Context: an optimization exercise on an open-source flow, tuned for small area. The choices shown serve that exercise and are no tape-out recipe.
RTL that was checked went through simulation tests only; none was proved equivalent to the original.

ember:
==> flow/design.v <==
module chip_to_symbol
(
input  logic        i_clk,
input  logic        i_rst_n,
input  logic        i_stream,
input  logic        i_stream_valid,
output logic [3:0]  o_symbol,
output logic        o_symbol_valid
);
localparam logic [31:0] C0 = 32'b11011001110000110101001000101110;
logic [4:0] r_pos;
wire last  = &r_pos;
wire first = ~|r_pos;
always_ff @(posedge i_clk, negedge i_rst_n)
    if (!i_rst_n)
        r_pos <= '0;
    else if (i_stream_valid || last)
        r_pos <= r_pos + 5'd1;
logic [7:0] bm, mb, r1, r2, r3;
always_comb
    for (int i = 0; i < 8; i++)
        bm[i] = C0[4*i + r_pos[1:0]];
assign mb = ~(bm ^ {8{i_stream}});
assign r1 = r_pos[2] ? {mb[0],   mb[7:1]} : mb;
assign r2 = r_pos[3] ? {r1[1:0], r1[7:2]} : r1;
assign r3 = r_pos[4] ? {r2[3:0], r2[7:4]} : r2;
logic [7:0] m;
assign m = {r3[7], r3[3], r3[5], r3[1], r3[6], r3[2], r3[4], r3[0]};
wire clr = first;
wire odd = r_pos[0];
wire par = r_pos[1];    
logic [3:0] r_h  [8];
logic [3:0] r_dd [8];
logic [3:0] h    [8];
logic [3:0] dd   [8];
logic [3:0] th   [8];
logic [3:0] tdd  [8];
logic [7:0] inc, zero;
logic       any;
always_comb begin
    for (int j = 0; j < 8; j++) begin
        logic g, t, l;
        h[j]  = r_h[j];
        dd[j] = r_dd[j];
        l = h[j][3];
        t = (h[j] == 4'd0) & ~par;
        g = ~l & ~t;
        inc[j]  = i_stream_valid & (odd ? m[j] : (t | (m[j] ? g : l)));
        zero[j] = dd[j] == 4'd0;
    end
    any = |(zero & inc);
end
always_comb
    for (int j = 0; j < 8; j++) begin
        logic eh, edd, c;
        eh = i_stream_valid & ~odd & (m[j] ~^ par);
        c  = eh;
        for (int k = 0; k < 4; k++) begin
            th[j][k] = c;
            c = c & (h[j][k] ~^ par);
        end
        th[j][3] = th[j][3] & (h[j][3] | ~par);
        edd = (any ^ inc[j]) & ~(any & (&dd[j]));
        c   = edd;
        for (int k = 0; k < 4; k++) begin
            tdd[j][k] = c;
            c = c & (dd[j][k] ~^ any);
        end
    end
always_ff @(posedge i_clk)
    for (int j = 0; j < 8; j++) begin
        r_h[j]  <= clr ? {4{i_stream_valid & ~m[j]}} : (h[j] ^ th[j]);
        r_dd[j] <= (dd[j] ^ tdd[j]) & {4{~clr}};
    end
logic [2:0] win;
always_comb begin
    win = 3'd7;
    for (int j = 6; j >= 0; j--)
        if (r_dd[j] == 4'd0)
            win = j[2:0];
    o_symbol = {win, r_h[win][3]};
end
assign o_symbol_valid = last;
endmodule
clock: 10.0 ns
lec_check: 0
abc_area: 1
cap_margin: 20
core_margin: 2
core_utilization: 40
slew_margin: 20
standard.sh (not shown) runs the stock make flow with config.mk's settings and CLKGATE_MAP_FILE= SYNTH_SCRIPT=/design/flow/synth_recipe.tcl, a recipe that flattens the netlist after the stock synthesis.
==> flow/flow/run.sh <==
#!/bin/bash
# Layout flow: the standard synthesis; then its combinational logic is
# re-mapped for area by ABC with a few scripts (flow/abc/*.abc), registers
# untouched; the smallest result that is proven equal to the standard netlist
# is kept; then the standard layout from floorplan to finish.
# Each tool run writes its own log in this folder.
set -euo pipefail
W=$PWD
R=$W/orfs/results/$FLOW_PLATFORM/chip_to_symbol/base
LIB=$FLOW_HOME/platforms/$FLOW_PLATFORM/lib/sky130_fd_sc_hd__tt_025C_1v80.lib

# 1. standard synthesis, netlist only
bash standard.sh $R/1_2_yosys.v > synth_standard.log 2>&1
cp $R/1_2_yosys.v $W/std_1_2_yosys.v

# 2. re-map combinational logic, one job per ABC script, 4 at a time
DU=$(grep -o -- "-dont_use [^ ]*" $W/orfs/logs/$FLOW_PLATFORM/chip_to_symbol/base/1_2_yosys.log | sort -u | tr '\n' ' ')
export REABC_LIB=$LIB REABC_DONTUSE="$DU" REABC_TOP=$FLOW_TOP REABC_IN=$W/std_1_2_yosys.v
mkdir -p $W/reabc
for s in $W/flow/abc/*.abc; do
  n=$(basename $s .abc)
  mkdir -p $W/reabc/$n
  ( cd $W/reabc/$n && REABC_OUT=$W/reabc/$n/out.v REABC_SCRIPT=$s \
      timeout 900 yosys -c $W/flow/reabc.tcl > $W/reabc/$n/yosys.log 2>&1 || true ) &
  while [[ $(jobs -r | wc -l) -ge 4 ]]; do sleep 1; done
done
wait

# 3. smallest candidate proven equal to the standard netlist; else the standard one
: > $W/reabc/areas.txt
for d in $W/reabc/*/; do
  if [[ -f $d/out.v && -f $d/reabc_after.txt ]]; then
    a=$(grep "Chip area" $d/reabc_after.txt | awk '{print $NF}')
    echo "$a $d" >> $W/reabc/areas.txt
  fi
done
sort -g $W/reabc/areas.txt -o $W/reabc/areas.txt
chosen=""
while read -r a d; do
  if EQ_A=$W/std_1_2_yosys.v EQ_B=$d/out.v yosys -c $W/flow/equiv.tcl > $d/equiv.log 2>&1; then
    chosen=$d; break
  fi
done < $W/reabc/areas.txt
if [[ -n $chosen ]]; then
  cp $chosen/out.v $R/1_2_yosys.v
  echo "re-mapped netlist used: $chosen" > netlist_choice.log
else
  echo "no re-mapped netlist proven equal: standard netlist kept" > netlist_choice.log
fi
cat $W/reabc/areas.txt >> netlist_choice.log

# 4. standard layout from the (newer) netlist on; clock tree options from
#    cts_args.txt and port buffer options from buffer_ports_args.txt
if [[ -f $W/flow/cts_args.txt ]]; then
  export CTS_ARGS="$(cat $W/flow/cts_args.txt)"
fi
if [[ -f $W/flow/buffer_ports_args.txt ]]; then
  export BUFFER_PORTS_ARGS="$(cat $W/flow/buffer_ports_args.txt)"
fi
bash standard.sh > layout.log 2>&1
Other scripts of this flow, unchanged in this note and not shown: flow/flow/abc/s1.abc, flow/flow/abc/s2.abc, flow/flow/abc/s3.abc, flow/flow/abc/s4.abc, flow/flow/abc/s5.abc, flow/flow/abc/s6.abc, flow/flow/abc/s7.abc, flow/flow/abc/s8.abc, flow/flow/abc/s9.abc, flow/flow/buffer_ports_args.txt, flow/flow/cts_args.txt, flow/flow/equiv.tcl, flow/flow/reabc.tcl
Setup changes, ember to zinc
--- a/flow/design.v
+++ b/flow/design.v
@@ -39,10 +39,10 @@
 logic       any;
 always_comb begin
     for (int j = 0; j < 8; j++) begin
         logic g, t, l;
-        h[j]  = r_h[j];
-        dd[j] = r_dd[j];
+        h[j]  = r_h[j]  & {4{~clr}};
+        dd[j] = r_dd[j] & {4{~clr}};
         l = h[j][3];
         t = (h[j] == 4'd0) & ~par;
         g = ~l & ~t;
         inc[j]  = i_stream_valid & (odd ? m[j] : (t | (m[j] ? g : l)));
@@ -68,10 +68,10 @@
         end
     end
 always_ff @(posedge i_clk)
     for (int j = 0; j < 8; j++) begin
-        r_h[j]  <= clr ? {4{i_stream_valid & ~m[j]}} : (h[j] ^ th[j]);
-        r_dd[j] <= (dd[j] ^ tdd[j]) & {4{~clr}};
+        r_h[j]  <= h[j]  ^ th[j];
+        r_dd[j] <= dd[j] ^ tdd[j];
     end
 logic [2:0] win;
 always_comb begin
     win = 3'd7;
==> comparison <==
zinc reports a higher largest driver fanout on the critical path than ember does. Going from ember to zinc, post-detailed-route wirelength per cell shows an increase of about 0.6%, hold slack shows an increase of 0.017 ns, highest attainable clock frequency shows an increase of 14%. zinc vs ember: mean area per synthesized cell up in zinc.
For ember, only the layout was checked, not whether the RTL still works.

-- port drivers added, routing unchanged --
No port has a modelled driver above. Below, the same layouts with a new extraction and two added sets of constraints. Step 1 (the two cells are an assumption about what drives the block):
set clk [get_ports {i_clk}]
set_driving_cell -lib_cell sky130_fd_sc_hd__clkbuf_16 $clk
set_driving_cell -lib_cell sky130_fd_sc_hd__buf_2 [delete_from_list [all_inputs] $clk]
Step 2 also shifts input and output timing later by t, the mid clock arrival at the registers, as if the neighbouring blocks saw the same clock. Slacks: ideal / step 1 / step 2; pairs: ideal / step 1.
| run | t (ns) | setup slack, ns | hold slack, ns | worst setup path at the end | slew at the worst register clock pin (ns) |
|---|---|---|---|---|---|
| ember | 0.372 | 2.997 / 3.008 / 2.636 | 0.479 / 0.479 / 0.479 | input to register | 0.08 / 0.08 |
| zinc | 0.364 | 3.861 / 3.867 / 3.503 | 0.496 / 0.496 / 0.496 | input to register | 0.08 / 0.08 |
After both steps setup and hold are still met in every run listed. For ember, which loses most, drivers alone change the setup slack by +0.011 ns; drivers and shift together by -0.361 ns.
